Context: an optimization exercise on an open-source flow, tuned for small area. The choices shown serve that exercise and are no tape-out recipe.
In this exercise RTL edits were held to simulation tests only and were not proved equivalent to the original.
No activity file was given, so power comes from the tool's default toggle rates.

[config.mk]
export PLATFORM = sky130hd
export DESIGN_NAME = Pong
export DESIGN_NICKNAME = Pong
export VERILOG_FILES = /design/flow/design.v
export SDC_FILE = /design/flow/constraint.sdc
export NUM_CORES = 4
export LEC_CHECK = 0
export CAP_MARGIN = 20
export CORE_MARGIN = 2
export CORE_UTILIZATION = 40
export SLEW_MARGIN = 20
[constraint.sdc]
create_clock -name core_clock -period 10.0 [get_ports {clk_in}]
set_input_delay 2.0000 -clock core_clock [delete_from_list [all_inputs] [get_ports {clk_in}]]
set_output_delay 2.0000 -clock core_clock [all_outputs]
set_load 0.01 [all_outputs]
[design.v]
module Pong (
   output j01,
   output j02,
   output j03,
   output j04,
   output j05,
   output j06,
   input j13,
   input j14,
   input j15,
   input j16,
   input j17,
   input j18,
   input clk_in,
   input rst_n
);
wire clk = clk_in;
wire A_up = ~j14;
wire A_down = ~j15;
wire B_up = ~j16;
wire B_down = ~j17;
reg [9:0] xpix, ypix;
reg [2:0] rgb;
always @(posedge clk) begin
	if (~rst_n) begin
		xpix <= 10'd0;
		ypix <= 10'd0;
	end else begin
		xpix <= (xpix == 10'd799) ? 10'd0 : xpix + 10'd1;
		if (xpix == 10'd799)
			ypix <= (ypix == 10'd524) ? 10'd0 : ypix + 10'd1;
	end
end
wire x0 = (xpix == 10'd0);
assign j01 = ~((xpix > 10'd656) && (xpix < 10'd753));
assign j05 = ~(x0 ? (ypix == 10'd491 || ypix == 10'd492) : (ypix == 10'd490 || ypix == 10'd491));
assign j02 = rgb[2];
assign j03 = rgb[1];
assign j04 = rgb[0];
reg game_en, pause, pause_en, gmv_flash, flick;
reg [8:0] counter;
reg [13:0] countergmv;
reg [14:0] counterflick;
always @(posedge clk) begin
	if (~rst_n) begin
		game_en <= 1'b0;
		pause <= 1'b0;
		pause_en <= 1'b0;
		counter <= 9'd0;
		countergmv <= 14'd0;
		counterflick <= 15'd0;
		gmv_flash <= 1'b0;
		flick <= 1'b0;
	end else begin
		game_en <= ~pause && (counter == 9'd300);
		if (pause_en && j13) begin
			pause <= ~pause;
			pause_en <= 1'b0;
		end
		if (~j13)
			pause_en <= 1'b1;
		if (~pause) begin
			counter <= (counter == 9'd300) ? 9'd0 : counter + 9'd1;
			if (countergmv == 14'd8500) begin
				countergmv <= 14'd0;
				gmv_flash <= ~gmv_flash;
			end else
				countergmv <= countergmv + 14'd1;
			if (counterflick == 15'd17000) begin
				counterflick <= 15'd0;
				flick <= ~flick;
			end else
				counterflick <= counterflick + 15'd1;
		end
	end
end
reg [15:0] rst_cnt;
wire game_rst_n = &rst_cnt;
wire gmv = rst_cnt[15];
reg [2:0] scrA, scrB;
wire lossA = &scrA;
wire lossB = &scrB;
always @(posedge clk) begin
	if (~rst_n)
		rst_cnt <= 16'd0;
	else if (game_rst_n) begin
		if (lossA || lossB)
			rst_cnt <= 16'd0;
	end else
		rst_cnt <= rst_cnt + 16'd1;
end
wire total_reset = j18 && game_rst_n;
reg [9:0] x_ball;
reg [7:0] yk;           
reg x_dir, y_dir;
reg xl_fast, xr_fast;   
reg [7:0] ma, mb;       
reg va_fast, vb_fast;   
reg [1:0] ha, hb;       
reg [2:0] Astatus, Bstatus;
reg [2:0] power_type;
reg [8:0] powercount;
reg [8:0] poweroffcount;
reg power_spawn, power_en, power_dir;
reg [9:0] power_pos_x;
reg py240;              
reg [2:0] buzzcount;
reg wall_col, pad_col;
wire [1:0] ha_n = (Astatus == 3'd1) ? 2'd1 : (Astatus == 3'd4) ? 2'd2 : (Astatus == 3'd0) ? 2'd0 : ha;
wire [1:0] hb_n = (Bstatus == 3'd1) ? 2'd1 : (Bstatus == 3'd4) ? 2'd2 : (Bstatus == 3'd0) ? 2'd0 : hb;
wire [7:0] ea = yk - ma;
wire [7:0] eb = yk - mb;
function ball_hit(input [7:0] e, input [1:0] h);
	ball_hit = (h == 2'd1) ? (e <= 8'd69) : (h == 2'd2) ? (e <= 8'd24) : (e <= 8'd44);
endfunction
function can_down(input [7:0] m, input [1:0] h);
	can_down = (h == 2'd1) ? (m <= 8'd162) : (h == 2'd2) ? (m <= 8'd207) : (m <= 8'd187);
endfunction
function catch_y(input [7:0] m, input [1:0] h);
	catch_y = (m < 8'd120) && ((h == 2'd1) ? (m >= 8'd54) : (h == 2'd2) ? (m >= 8'd99) : (m >= 8'd79));
endfunction
wire hitA = ~x_dir && (x_ball > 10'd20) && (x_ball < 10'd32) && ball_hit(ea, ha);
wire hitB = x_dir && (x_ball > 10'd610) && (x_ball < 10'd622) && ball_hit(eb, hb);
wire wallA = ~x_dir && (x_ball < 10'd5);
wire wallB = x_dir && (x_ball > 10'd625);
wire upA = A_up ? (Astatus != 3'd5) : A_down ? (Astatus == 3'd5) : 1'b0;
wire dnA = A_up ? (Astatus == 3'd5) : A_down ? (Astatus != 3'd5) : 1'b0;
wire upB = B_up ? (Bstatus != 3'd5) : B_down ? (Bstatus == 3'd5) : 1'b0;
wire dnB = B_up ? (Bstatus == 3'd5) : B_down ? (Bstatus != 3'd5) : 1'b0;
wire oob = ~py240 || (power_pos_x < 10'd5) || (power_pos_x > 10'd618);
wire catchA = (power_pos_x > 10'd20) && (power_pos_x < 10'd32) && catch_y(ma, ha_n);
wire catchB = (power_pos_x > 10'd593) && (power_pos_x < 10'd622) && catch_y(mb, hb_n);
wire bad_type = (power_type == 3'd2) || (power_type == 3'd4) || (power_type == 3'd5) || (power_type == 3'd6);
wire poc_done = (poweroffcount == 9'd260);
always @(posedge clk) begin
	if (~rst_n) begin
		yk <= 8'd117;
		x_ball <= 10'd315;
		x_dir <= 1'b1;
		y_dir <= 1'b1;
		xl_fast <= 1'b0;
		xr_fast <= 1'b0;
		ma <= 8'd100;
		mb <= 8'd100;
		va_fast <= 1'b0;
		vb_fast <= 1'b0;
		ha <= 2'd0;
		hb <= 2'd0;
		Astatus <= 3'd0;
		Bstatus <= 3'd0;
		power_type <= 3'd1;
		powercount <= 9'd0;
		poweroffcount <= 9'd0;
		power_spawn <= 1'b0;
		power_en <= 1'b0;
		power_pos_x <= 10'd320;
		py240 <= 1'b0;
		power_dir <= 1'b0;
		buzzcount <= 3'd0;
		scrA <= 3'd0;
		scrB <= 3'd0;
		wall_col <= 1'b0;
		pad_col <= 1'b0;
	end else if (game_en) begin
		if (~total_reset) begin
			yk <= 8'd117;
			x_ball <= 10'd315;
			x_dir <= 1'b1;
			y_dir <= 1'b1;
			xl_fast <= 1'b0;
			xr_fast <= 1'b0;
			ma <= 8'd100;
			mb <= 8'd100;
			va_fast <= 1'b0;
			vb_fast <= 1'b0;
			ha <= 2'd0;
			hb <= 2'd0;
			Astatus <= 3'd0;
			Bstatus <= 3'd0;
			power_type <= 3'd1;
			powercount <= 9'd0;
			poweroffcount <= 9'd0;
			power_spawn <= 1'b0;
			power_en <= 1'b0;
			power_pos_x <= 10'd320;
			if (gmv) begin
				scrA <= 3'd0;
				scrB <= 3'd0;
				wall_col <= 1'b0;
				pad_col <= 1'b0;
			end
		end else begin
			if (pad_col || wall_col)
				buzzcount <= buzzcount + 3'd1;
			if (pad_col && buzzcount >= 3'd3) begin
				buzzcount <= 3'd0;
				pad_col <= 1'b0;
			end
			if (wall_col && buzzcount >= 3'd6) begin
				buzzcount <= 3'd0;
				wall_col <= 1'b0;
			end
			if (hitA || hitB) begin
				x_dir <= ~x_dir;
				pad_col <= 1'b1;
				buzzcount <= 3'd0;
			end
			if (wallA || wallB) begin
				x_ball <= 10'd315;
				yk <= 8'd117;
				wall_col <= 1'b1;
				buzzcount <= 3'd0;
				if (wallA) scrA <= scrA + 3'd1;
				else scrB <= scrB + 3'd1;
			end else if (x_dir)
				x_ball <= x_ball + (xr_fast ? 10'd3 : 10'd2);
			else
				x_ball <= x_ball - (xl_fast ? 10'd3 : 10'd2);
			if (~y_dir) begin
				if (yk <= 8'd1) y_dir <= 1'b1;
				else yk <= yk - 8'd1;
			end else begin
				if (yk >= 8'd233) y_dir <= 1'b0;
				else yk <= yk + 8'd1;
			end
			if ((Astatus != 3'd0) || (Bstatus != 3'd0))
				poweroffcount <= poc_done ? 9'd0 : poweroffcount + 9'd1;
			if (poc_done && Astatus != 3'd0) Astatus <= 3'd0;
			if (poc_done && Bstatus != 3'd0) Bstatus <= 3'd0;
			if (upA && ma >= 8'd3)
				ma <= ma - (va_fast ? 8'd2 : 8'd1);
			else if (dnA && can_down(ma, ha))
				ma <= ma + (va_fast ? 8'd2 : 8'd1);
			ha <= ha_n;
			if (Astatus == 3'd2) va_fast <= 1'b1;
			else if (Astatus == 3'd0) va_fast <= 1'b0;
			if (Astatus == 3'd3) xr_fast <= 1'b1;
			else if (Astatus == 3'd0) xr_fast <= 1'b0;
			if (upB && mb >= 8'd3)
				mb <= mb - (vb_fast ? 8'd2 : 8'd1);
			else if (dnB && can_down(mb, hb))
				mb <= mb + (vb_fast ? 8'd2 : 8'd1);
			hb <= hb_n;
			if (Bstatus == 3'd2) vb_fast <= 1'b1;
			else if (Bstatus == 3'd0) vb_fast <= 1'b0;
			if (Bstatus == 3'd3) xl_fast <= 1'b1;
			else if (Bstatus == 3'd0) xl_fast <= 1'b0;
			if (powercount == 9'd400) begin
				powercount <= 9'd0;
				power_spawn <= 1'b1;
				power_pos_x <= 10'd320;
			end else begin
				powercount <= powercount + 9'd1;
				power_spawn <= 1'b0;
			end
			if (power_spawn) begin
				power_en <= 1'b1;
				power_type <= (power_type == 3'd6) ? 3'd1 : power_type + 3'd1;
				power_dir <= ~power_dir;
			end
			if (power_en) begin
				if (oob || catchA || catchB) begin
					power_en <= 1'b0;
					poweroffcount <= 9'd0;
					power_pos_x <= 10'd320;
					py240 <= 1'b1;
					if (~oob) begin
						if (catchA ^ bad_type)
							Astatus <= power_type;
						else
							Bstatus <= power_type;
					end
				end else if (power_dir)
					power_pos_x <= power_pos_x + 10'd1;
				else
					power_pos_x <= power_pos_x - 10'd1;
			end
		end
	end
end
wire [9:0] dxb = xpix - x_ball;
wire [9:0] dyb = ypix - {1'b0, yk, 1'b1};
wire [9:0] eyA = ypix - {1'b0, ma, 1'b0};
wire [9:0] eyB = ypix - {1'b0, mb, 1'b0};
wire [9:0] dxp = xpix - power_pos_x;
wire bx_in = dxb < 10'd10;
wire by_in = dyb < 10'd10;
wire p_ball = bx_in && by_in;
wire dxm1 = (dxb == 10'h3ff);
wire p_ball_s1 = dxm1 && (dyb >= 10'd1) && (dyb <= 10'd10);
wire p_ball_s2 = (dxm1 || dxb < 10'd9) && (dyb == 10'd10);
function [3:0] pad_bands(input [9:0] e, input [1:0] h);
	reg [9:0] hv;
	begin
		hv = (h == 2'd1) ? 10'd150 : (h == 2'd2) ? 10'd60 : 10'd100;
		pad_bands[0] = (e >= 10'd4) && (e <= hv - 10'd4);                
		pad_bands[1] = (e >= 10'd1 && e <= 10'd3);                         
		pad_bands[2] = (e >= hv - 10'd3) && (e < hv);                      
		pad_bands[3] = (e == hv);                                          
	end
endfunction
wire [3:0] bA = pad_bands(eyA, ha);
wire [3:0] bB = pad_bands(eyB, hb);
wire xA_full = (xpix > 10'd20) && (xpix < 10'd32);
wire xA_nar = (xpix > 10'd22) && (xpix < 10'd30);
wire xB_full = (xpix > 10'd610) && (xpix < 10'd622);
wire xB_nar = (xpix > 10'd612) && (xpix < 10'd620);
wire p_padA = (xA_full && bA[0]) || (xA_nar && (bA[1] || bA[2]));
wire p_padB = (xB_full && bB[0]) || (xB_nar && (bB[1] || bB[2]));
wire p_padA_s = ((xpix == 10'd20) && bA[0]) || ((xpix == 10'd21 || xpix == 10'd22) && bA[2]) || (bA[3] && xA_nar);
wire p_padB_s = ((xpix == 10'd610) && bB[0]) || ((xpix == 10'd611 || xpix == 10'd612) && bB[2]) || (bB[3] && xB_nar);
wire flickpadA = (Astatus == 3'd6);
wire flickpadB = (Bstatus == 3'd6);
wire powerA = (Astatus != 3'd0);
wire powerB = (Bstatus != 3'd0);
wire affectedA = (Astatus == 3'd5) || (Astatus == 3'd4) || (Astatus == 3'd2);
wire affectedB = (Bstatus == 3'd5) || (Bstatus == 3'd4) || (Bstatus == 3'd2);
wire affectpowerup = power_en && bad_type;
wire chk = gmv_flash && (xpix[4] ^ ypix[4]);
wire p_gameover = ~game_rst_n && (lossA ? (chk && xpix < 10'd320) : lossB ? (chk && xpix >= 10'd320 && xpix < 10'd640) : 1'b0);
wire y_scr = (ypix > 10'd20) && (ypix <= 10'd25);
function bars_l(input [9:0] x, input [2:0] s);
	integer i;
	begin
		bars_l = 1'b0;
		for (i = 0; i < 7; i = i + 1)
			if (i < 7 - s && x >= 50 + 10*i && x < 55 + 10*i) bars_l = 1'b1;
	end
endfunction
function bars_r(input [9:0] x, input [2:0] s);
	integer i;
	begin
		bars_r = 1'b0;
		for (i = 0; i < 7; i = i + 1)
			if (i < 7 - s && x >= 585 - 10*i && x < 590 - 10*i) bars_r = 1'b1;
	end
endfunction
wire p_scrA = y_scr && bars_l(xpix, scrA);
wire p_scrB = y_scr && bars_r(xpix, scrB);
wire p_powerup = power_en && gmv_flash && (dxp < 10'd17) && (py240 ? (ypix >= 10'd240 && ypix < 10'd257) : (ypix < 10'd17));
wire pixval = p_ball || (p_padA && (~flickpadA || flick)) || (p_padB && (~flickpadB || flick)) || p_gameover ||
              p_scrA || p_scrB || p_ball_s1 || p_ball_s2 || (p_padA_s && (~flickpadA || flick)) ||
              (p_padB_s && (~flickpadB || flick)) || p_powerup;
wire altcol = (p_scrA || p_scrB || p_gameover || p_ball_s1 || p_ball_s2 || p_padA_s || p_padB_s) &&
              ~(p_ball || p_padA || p_padB);
wire altcol2 = (p_powerup && ~affectpowerup) || (powerA && p_padA) || (powerB && p_padB);
wire altcol3 = (p_padA && affectedA) || (p_padB && affectedB) || (p_powerup && affectpowerup);
always @(posedge clk) begin
	if (~rst_n)
		rgb <= 3'd0;
	else if (xpix < 10'd640 && ypix < 10'd480) begin
		rgb[2] <= ~altcol3 && ~altcol && pixval;
		rgb[1] <= altcol3 || ~pixval || altcol2;
		rgb[0] <= ~altcol3 && ~pixval;
	end else
		rgb <= 3'd0;
end
assign j06 = wall_col ? counter[4] : (pad_col ? counter[7] : 1'b1);
endmodule
[run.sh]
#!/bin/bash
# synth_recipe.tcl (not shown) runs the flow's synth.tcl, then flattens the netlist and writes it again
# the make line also repeats each setting of config.mk as NAME=value (left out here)
make -C /OpenROAD-flow-scripts/flow DESIGN_CONFIG=/design/flow/config.mk WORK_HOME=/design/flow/orfs CLKGATE_MAP_FILE= SYNTH_SCRIPT=/design/flow/synth_recipe.tcl finish
==> run notes <==
## path summary, 6_finish.rpt
kind,startpoint,to,slack [ns],depth (start not counted)
worst max-delay path,xpix[4]$_SDFF_PP0_,j05,5.09,7
worst min-delay path,rst_cnt[8]$_SDFFE_PN0P_,rst_cnt[8]$_SDFFE_PN0P_,0.47,1
worst max register to register,ypix[1]$_SDFFE_PN0P_,rgb[2]$_SDFF_PN0_,5.39,18
worst min register to register,rst_cnt[8]$_SDFFE_PN0P_,rst_cnt[8]$_SDFFE_PN0P_,0.47,1
## final cells by class
cell class,count,share of cell area (%)
Clock inverter,14,0.8515
Multi-Input combinational cell,1556,65.45
Timing Repair Buffer,26,1.403
Tap cell,468,3.690
Clock buffer,18,2.767
Sequential cell,178,22.45
Inverter,143,3.382
## power groups by stage
| stage | registers [mW] | clock network, mW | logic [mW] |
|---|---|---|---|
| floorplan | 0.739 | 0 | 0.0620 |
| global placement | 0.742 | 0 | 0.0810 |
| detailed placement | 0.743 | 0 | 0.0827 |
| global route | 0.728 | 0.717 | 0.0936 |
| CTS | 0.726 | 0.694 | 0.0832 |
| finish | 0.726 | 0.673 | 0.0828 |
## cells by family after synthesis
kind of cell	after synthesis	synth area share, %
DFF	178	24.20
buffers and inverters	201	5.268
adders and majority gates	151	13.39
xor gates and xnor gates	110	6.542
AOI/OAI and AO/OA	523	23.80
muxes	16	1.113
and+or+nand+nor	756	25.69
## cell usage after synthesis, types with 6 or more instances
cell type  count
a32oi_1       11
o22ai_1       31
a211oi_1      24
fa_1          11
and4_1         9
nand3_1       84
o21a_1        12
xnor2_1       58
a21oi_1      143
a22oi_1        6
nor2_1       213
a31oi_1       23
o2111ai_1      8
or3_1         25
a311oi_1       7
nor3b_1       13
xor2_1        52
and2_1        13
o21ai_1       16
o211ai_1      18
o21ai_0       87
and3_1        32
or2_2         15
nor2b_1       36
a21o_1        19
nor3_1        45
inv_1        139
nand4_1       26
o31ai_1        6
a2111oi_0     11
nand2b_1      27
nor4b_1        8
nand4b_1       7
nor4_1        11
mux2i_1       13
clkbuf_1      46
ha_1         140
nand2_1      163
a211o_1        6
dfxtp_1      178
o21bai_1      13
## registers in the layout, summed over array words and instances (netlist names), 8 cells and up
| register | count |
|---|---|
| ma | 8 |
| mb | 8 |
| counterflick | 15 |
| power_pos_x | 10 |
| ypix | 10 |
| xpix | 10 |
| rst_cnt | 16 |
| yk | 8 |
| powercount | 9 |
| countergmv | 14 |
| counter | 9 |
| poweroffcount | 9 |
| x_ball | 10 |
## metrics by stage
stage                     total power [mW]  utilization, %
after CTS                            1.503           43.56
after global routing                 1.539           43.56
final                                1.482           43.56
after global placement              0.8235           41.98
after floorplan                     0.8013               -
after detailed placement            0.8254           41.98
## per-layer routing
layer  vias up  wire length (um)  track usage (%)
met5         -                13                0
met4         2              1387            9.035
met3        78              2437            3.593
met2       403             19000            35.38
met1      6680             19780            29.77
li1       7011                 -                -
## critical path, delay by kind of cell (launching register included)
| kind | cells | cell delay, ns |
|---|---|---|
| simple gates | 4 | 1.19 |
| flops | 1 | 0.57 |
| buf+inv | 1 | 0.49 |
| compound gates | 2 | 0.20 |
==> results.toml <==
[cts]
cts_made_buffers = 17
cts_tree = "built"
post_cts_buffers = 0
cts_buffer_depth = 2
cts_sinks = 178
clkTransAtPathRegs_ns = 0.07
cts_resized = 0
htree_num_levels = 4
cts-root-buf = "clkbuf_16"
hold_buffers = 0
clock_latency_ns = 0.46

[final_layout]
postLayoutCellArea_um2 = 15870
fin_nets = 2081
final_common_cell = "nor2_1"
multi_input_area_um2 = 10390
regArea_um2 = 3563
fin_cells = 2403
drive_gt1_share_pct = 4.341
layout_common_cells = "nor2_1, dfxtp_1, nand2_1"
syn_to_final_growth_pct = 7.765
fillCellCount = 3683
antenna_cells = 0

[worst_hold_path]
min_path_type = "register to register"

[status]
status = "finished clean"

[detailed_routing]
ant_nets = 0
post-route-drc-count = 0
vias = 14174
wire_per_inst_um = 17.73
post_drt_via_cell_ratio = 5.898
dr.first_iter.drc_count = 1085
drt_wl_total_um = 42610
dr.pass1.iters = 6

[global_routing]
grt_pass1_vias = 13064
grt_first_pass_wirelength_um = 68300
gr-usage-all-layers_pct = 22.15
grt-ovfl-total = 0
antenna_found_initial = 1
grt_max_degree = 71

[synth]
yosysTopAreaCellShare_pct = 24.20
synth_area_per_cell_um2 = 7.611
yosysWarnings = 1
synth.distinct_cells = 88
synth_area_leader_cell = "dfxtp_1"
synth_seq_area_share_pct = 24.20
synth_area_um2 = 14730
synth_flop_cell = "dfxtp_1"
syn_inst = 1935
async_flop_share_pct = 0
synth_edf_count = 0
synth_nets = 2094
ys_seq_elements = 178
synth.area.top_cells = "dfxtp_1, ha_1, nor2_1, a21oi_1, nand2_1"

[critical_path]
crit_slowest_cell = "nor4_1"
crit_required_ns = 8.00
critPathKind = "register to output pin"
end_kind = "output pin"
path_max_fanout = 18
startpoint_type = "register"
cpPeakStageDelay_ns = 0.80
crit_arrival_ns = 2.91
path_cells = "nor4_1 > nand3_1 > nor3_1 > a21oi_1 > o22ai_1 > nand2_1 > clkdlybuf4s50_1"

[timing]
fin_tns_setup_ns = 0
fmax_mhz = 203.8
period_needed_ns = 4.906
hold_ws_ns = 0.4703
slew_headroom_pct = 29.29
fin_worst_skew_ns = 0.02408
setup_viol = 0
worst_slack_ns = 5.094
slew_viol_final = 0
fin_crit_sh_pct = 49.06
rsz0062_at_grt = "no"
tightest_slew_ns = 1.057
finalHoldViolCount = 0

[power]
seqPwrFrac_pct = 49.0
peakVddDrop_mv = 0.1080
power_density_nw_per_um2 = 93.37
internal-power_mw = 1.085
p_switching_uw = 396.5
combPwrFrac_pct = 5.6
p_leak_nw = 6.269
switching_share_pct = 26.76
clockPowerShare_pct = 45.4

[place]
dpl_worst_slack_ns = 4.829
hpwl_um = 31240
dp_cells = 2371
port_buffers = 13
gp_congestion = 0.8806
place_area_um2 = 15300

[floorplan]
ioPinCount = 14
die_y_um = 195.9
start_util_pct = 40.42
die_w_um = 195.9
std_cell_rows = 70
dieArea_um2 = 38370
core_um2 = 36430

[run]
cap_violations = 0

==> afterwards: timing with drivers on the ports <==
In the flow no input, the clock included, has a driving cell. The finished layout below was timed again as built, in two steps.
Step 1: set_driving_cell puts a clkbuf_16 on clk_in and a buf_2 on each other input, an assumption about the parent block.
Step 2 moves the port delays by t, midway between the first and last clock arrival at a register: inputs arrive t later, outputs are due t later. That takes back most of the time a late clock gives input paths.
Slacks: no drivers / after step 1 / after step 2; pairs: no drivers / after step 1.
t, ns: 0.500
setup WS [ns]: 5.094 / 5.038 / 4.794
pins driven straight from the clock port: 1
After both steps setup and hold are still met in this run. For this run, drivers alone change the setup slack by -0.056 ns; drivers and shift together by -0.300 ns.
